This design comes from an exercise in tuning for small area on the open sky130 flow, not from production work. In this exercise RTL edits were held to simulation tests only and were not proved equivalent to the original. Power and IR drop assume default switching activity.

==> flow/design.v (excerpt) <==
module uart_core #(
    parameter DATA_WIDTH = 8,
    parameter BAUD_RATE  = 9600,
    parameter CLK_FREQ   = 12_000_000
) (
    input  logic                  clk,
    input  logic                  rstn,
    input  logic [DATA_WIDTH-1:0] tx_data,
    input  logic                  tx_valid,
    output logic                  tx_ready,
    output logic                  tx,
    input  logic                  rx,
    output logic [DATA_WIDTH-1:0] rx_data,
    output logic                  rx_valid,
    input  logic                  rx_ready
);
  uart_tx uart_tx_instance (
      .clk  (clk),
      .rstn (rstn),
      .sig  (tx),
      .ready(tx_ready),
      .data (tx_data),
      .valid(tx_valid)
  );
  uart_rx uart_rx_instance (
      .clk  (clk),
      .rstn (rstn),
      .sig  (rx),
      .ready(rx_ready),
      .data (rx_data),
      .valid(rx_valid)
  );
endmodule
Size in the first run: roughly 190 cells after synthesis, about 2000 sq um of cells after synthesis.
==> module uart_tx, before the edit <==
module uart_tx (
    output logic       sig,
    output logic       ready,
    input  logic [7:0] data,
    input  logic       valid,
    input  logic       clk,
    input  logic       rstn
);
  localparam logic [10:0] LFSR_X = 11'b00000000000;
  localparam logic [10:0] LFSR_Y = 11'b01111001010;
  localparam logic [10:0] LFSR_T = 11'b00010001001;
  logic [10:0] tmr;
  logic [ 9:0] frame;
  logic        ready_r;
  wire bit_end  = (tmr == LFSR_T);
  wire upper0   = (frame[9:2] == 8'd0);
  wire last_bit = upper0 & frame[1];
  wire in_tail  = upper0 & ~frame[1];
  always_ff @(posedge clk) begin
    if (!rstn) ready_r <= 1'b1;
    else if (ready_r) ready_r <= ~valid;
    else if (bit_end & in_tail) ready_r <= 1'b1;
    if (ready_r) begin
      frame <= {1'b1, data, 1'b0};
      tmr   <= LFSR_X;
    end else if (bit_end) begin
      frame <= {1'b0, frame[9:1]};
      tmr   <= last_bit ? LFSR_Y : LFSR_X;
    end else begin
      tmr <= {tmr[9:0], ~(tmr[10] ^ tmr[8])};
    end
  end
  assign sig   = ready_r | frame[0];
  assign ready = ready_r;
endmodule
==> module uart_rx, before the edit <==
module uart_rx (
    input  logic       sig,
    input  logic       ready,
    output logic [7:0] data,
    output logic       valid,
    input  logic       clk,
    input  logic       rstn
);
  localparam logic [10:0] LFSR_X = 11'b00000000000;
  localparam logic [10:0] LFSR_Y = 11'b01111001010;
  localparam logic [10:0] LFSR_T = 11'b00010001001;
  function automatic logic maj3(input logic a, input logic b, input logic c);
    maj3 = (a & b) | (a & c) | (b & c);
  endfunction
  logic [1:0] sampling_cnt;
  logic [4:0] sig_q;
  logic       rx_d;
  logic       sig_r;
  always_ff @(posedge clk) begin
    rx_d <= sig;
    if (!rstn) begin
      sampling_cnt <= 2'd0;
      sig_q        <= 5'b11111;
    end else begin
      if (sampling_cnt == 2'd1) sig_q <= {rx_d, sig_q[4:1]};
      sampling_cnt <= sampling_cnt + 2'd1;
    end
  end
  assign sig_r = maj3(sig_q[4], maj3(sig_q[0], sig_q[1], sig_q[2]),
                      maj3(sig_q[2], sig_q[3], maj3(sig_q[0], sig_q[1], sig_q[3])));
  logic        busy;      
  logic        stopped;   
  logic [10:0] tmr;
  logic [ 8:0] shreg;     
  wire bit_end = (tmr == LFSR_T);
  wire done    = busy & shreg[0] & (bit_end | stopped);
  always_ff @(posedge clk) begin
    if (!rstn) busy <= 1'b0;
    else if (!busy) busy <= ~sig_r;
    else if (done & sig_r) busy <= 1'b0;
    stopped <= done & ~sig_r;
    if (!busy) begin
      shreg <= 9'b1_0000_0000;
      tmr   <= LFSR_Y;
    end else begin
      if (bit_end & ~shreg[0]) shreg <= {sig_r, shreg[8:1]};
      if (bit_end) tmr <= LFSR_X;
      else tmr <= {tmr[9:0], ~(tmr[10] ^ tmr[8])};
    end
  end
  logic [7:0] data_r;
  logic       valid_r;
  always_ff @(posedge clk) begin
    if (!rstn) begin
      data_r  <= 8'd0;
      valid_r <= 1'b0;
    end else if (done & !valid_r) begin
      valid_r <= 1'b1;
      data_r  <= shreg[8:1];
    end else if (valid_r & ready) begin
      valid_r <= 1'b0;
    end
  end
  assign data  = data_r;
  assign valid = valid_r;
endmodule
Settings: LEC_CHECK=0, CAP_MARGIN=20, CORE_MARGIN=2, CORE_UTILIZATION=40, SLEW_MARGIN=20; clock period 83.33 ns.
standard.sh (not shown) runs the stock make flow with config.mk's settings and CLKGATE_MAP_FILE= SYNTH_SCRIPT=/design/flow/synth_recipe.tcl, a recipe that flattens the netlist after the stock synthesis.
==> flow/flow/run.sh <==
#!/bin/bash
# Layout flow: the standard flow (standard.sh, standard synthesis unchanged), with
#  1. the combinational logic of the synthesized netlist re-mapped by an area-oriented ABC
#     script (flip-flops untouched: same instances, names and cell types); the re-mapped
#     netlist is used only if it has the same flip-flops and a SAT proof shows its logic
#     equal to the standard netlist's, else the standard netlist is kept;
#  2. port buffers of sky130_fd_sc_hd__buf_1 instead of the default cell;
#  3. a clock tree of clkbuf_4 cells without dummy loads.
# Each tool's output goes to a log file of its own in the work folder.
set -euo pipefail
cd "$(dirname "$0")/.."
W=$(pwd)
F=$W/flow
PLAT=${FLOW_PLATFORM:-sky130hd}
R=$W/orfs/results/$PLAT/uart_core/base
LIB=$FLOW_HOME/platforms/$PLAT/lib/sky130_fd_sc_hd__tt_025C_1v80.lib
YOSYS=$(command -v yosys || echo "$FLOW_HOME/../tools/install/yosys/bin/yosys")
PY=$(command -v python3)

export BUFFER_PORTS_ARGS="-buffer_cell sky130_fd_sc_hd__buf_1"
export CTS_ARGS="-sink_clustering_enable -repair_clock_nets -dont_use_dummy_load -buf_list sky130_fd_sc_hd__clkbuf_4 -sink_clustering_size 20 -sink_clustering_max_diameter 100"

bash standard.sh synth > log_standard_synth.log 2>&1

cp "$R/1_2_yosys.v" remap_standard.v
sed -e "s#@LIB@#$LIB#g" -e "s#@ABC@#$F/remap.abc#g" "$F/remap.ys" > remap_run.ys
sed -e "s#@LIB@#$LIB#g" "$F/equiv.ys" > equiv_run.ys
use=0
if "$YOSYS" -s remap_run.ys > log_remap_yosys.log 2>&1 \
  && "$PY" "$F/cutff.py" remap_standard.v cut_standard.v > ff_standard.txt 2> log_cutff.log \
  && "$PY" "$F/cutff.py" remap_new.v cut_new.v > ff_new.txt 2>> log_cutff.log \
  && cmp -s ff_standard.txt ff_new.txt \
  && [ -s ff_new.txt ] \
  && "$YOSYS" -s equiv_run.ys > log_equiv_yosys.log 2>&1; then
  use=1
fi
echo "remapped netlist used: $use" > remap_status.txt
if [ "$use" = 1 ]; then
  cp remap_new.v "$R/1_2_yosys.v"
  rm -f "$R/1_synth.odb" "$R/1_synth.sdc"
fi

bash standard.sh finish > log_standard_finish.log 2>&1
Other scripts of this flow, unchanged in this note and not shown: flow/flow/cutff.py, flow/flow/equiv.ys, flow/flow/remap.abc, flow/flow/remap.ys
The baseline produced a clean layout.
Next try:
--- a/flow/design.v
+++ b/flow/design.v
@@ -7,7 +7,7 @@
     input  logic       rstn
 );
-  localparam logic [10:0] LFSR_X = 11'b00000000000;
-  localparam logic [10:0] LFSR_Y = 11'b01111001010;
-  localparam logic [10:0] LFSR_T = 11'b00010001001;
+  localparam logic [10:0] LFSR_X = 11'b11011001010;
+  localparam logic [10:0] LFSR_Y = 11'b01001000001;
+  localparam logic [10:0] LFSR_T = 11'b00000000000;
   logic [10:0] tmr;
   logic [ 9:0] frame;
@@ -17,17 +17,17 @@
   wire last_bit = upper0 & frame[1];
   wire in_tail  = upper0 & ~frame[1];
+  wire        shift = ~ready_r & bit_end;
+  wire        hold  = ~ready_r & ~bit_end;
+  wire [ 9:0] frame_d = ({10{ready_r}} & {1'b1, data, 1'b0})
+                      | ({10{shift}}   & {1'b0, frame[9:1]})
+                      | ({10{hold}}    & frame);
   always_ff @(posedge clk) begin
     if (!rstn) ready_r <= 1'b1;
     else if (ready_r) ready_r <= ~valid;
     else if (bit_end & in_tail) ready_r <= 1'b1;
-    if (ready_r) begin
-      frame <= {1'b1, data, 1'b0};
-      tmr   <= LFSR_X;
-    end else if (bit_end) begin
-      frame <= {1'b0, frame[9:1]};
-      tmr   <= last_bit ? LFSR_Y : LFSR_X;
-    end else begin
-      tmr <= {tmr[9:0], ~(tmr[10] ^ tmr[8])};
-    end
+    frame <= frame_d;
+    if (ready_r) tmr <= LFSR_X;
+    else if (bit_end) tmr <= last_bit ? LFSR_Y : LFSR_X;
+    else tmr <= {tmr[9:0], ~(tmr[10] ^ tmr[8])};
   end
   assign sig   = ready_r | frame[0];
@@ -42,7 +42,7 @@
     input  logic       rstn
 );
-  localparam logic [10:0] LFSR_X = 11'b00000000000;
-  localparam logic [10:0] LFSR_Y = 11'b01111001010;
-  localparam logic [10:0] LFSR_T = 11'b00010001001;
+  localparam logic [10:0] LFSR_X = 11'b11011001010;
+  localparam logic [10:0] LFSR_Y = 11'b01001000001;
+  localparam logic [10:0] LFSR_T = 11'b00000000000;
   function automatic logic maj3(input logic a, input logic b, input logic c);
     maj3 = (a & b) | (a & c) | (b & c);
@@ -65,21 +65,20 @@
                       maj3(sig_q[2], sig_q[3], maj3(sig_q[0], sig_q[1], sig_q[3])));
   logic        busy;      
-  logic        stopped;   
   logic [10:0] tmr;
   logic [ 8:0] shreg;     
   wire bit_end = (tmr == LFSR_T);
-  wire done    = busy & shreg[0] & (bit_end | stopped);
+  wire done    = busy & shreg[0] & bit_end;
   always_ff @(posedge clk) begin
     if (!rstn) busy <= 1'b0;
     else if (!busy) busy <= ~sig_r;
     else if (done & sig_r) busy <= 1'b0;
-    stopped <= done & ~sig_r;
     if (!busy) begin
       shreg <= 9'b1_0000_0000;
       tmr   <= LFSR_Y;
+    end else if (bit_end) begin
+      if (!shreg[0]) shreg <= {sig_r, shreg[8:1]};
+      tmr <= shreg[0] ? LFSR_T : LFSR_X;
     end else begin
-      if (bit_end & ~shreg[0]) shreg <= {sig_r, shreg[8:1]};
-      if (bit_end) tmr <= LFSR_X;
-      else tmr <= {tmr[9:0], ~(tmr[10] ^ tmr[8])};
+      tmr <= {tmr[9:0], ~(tmr[10] ^ tmr[8])};
     end
   end
After rerunning:
- The new run completed with no timing, DRC or antenna violations
- total power drops by 1.1%
- utilization came out lower by 0.46 points
- setup slack gets worse by 280 ps
- clock-buffer cell count does not change
- cell area rises by 11%
- hold slack is better by 21 ps
- routed wire length rises by 27%

## static timing again, ports no longer ideal
No port has a modelled driver above. Below, the same layouts with a new extraction and two added sets of constraints. Step 1 assumes that a clkbuf_16 drives the clock port and a buf_2 every other input. Step 2 moves the port delays by t, midway between the first and last clock arrival at a register: inputs arrive t later, outputs are due t later. That takes back most of the time a late clock gives input paths. Slacks: no drivers / after step 1 / after step 2; pairs: no drivers / after step 1.
run	t (ns)	slack for setup (ns)	hold slack, ns
the first run	0.394	65.212 / 65.186 / 65.140	0.419 / 0.419 / 0.419
the second run	0.410	64.936 / 64.911 / 65.322	0.439 / 0.439 / 0.439
After both steps every run listed still meets setup and hold. The setup slack of the first run, which loses most, moves by -0.026 ns with the drivers and by -0.072 ns with both steps.
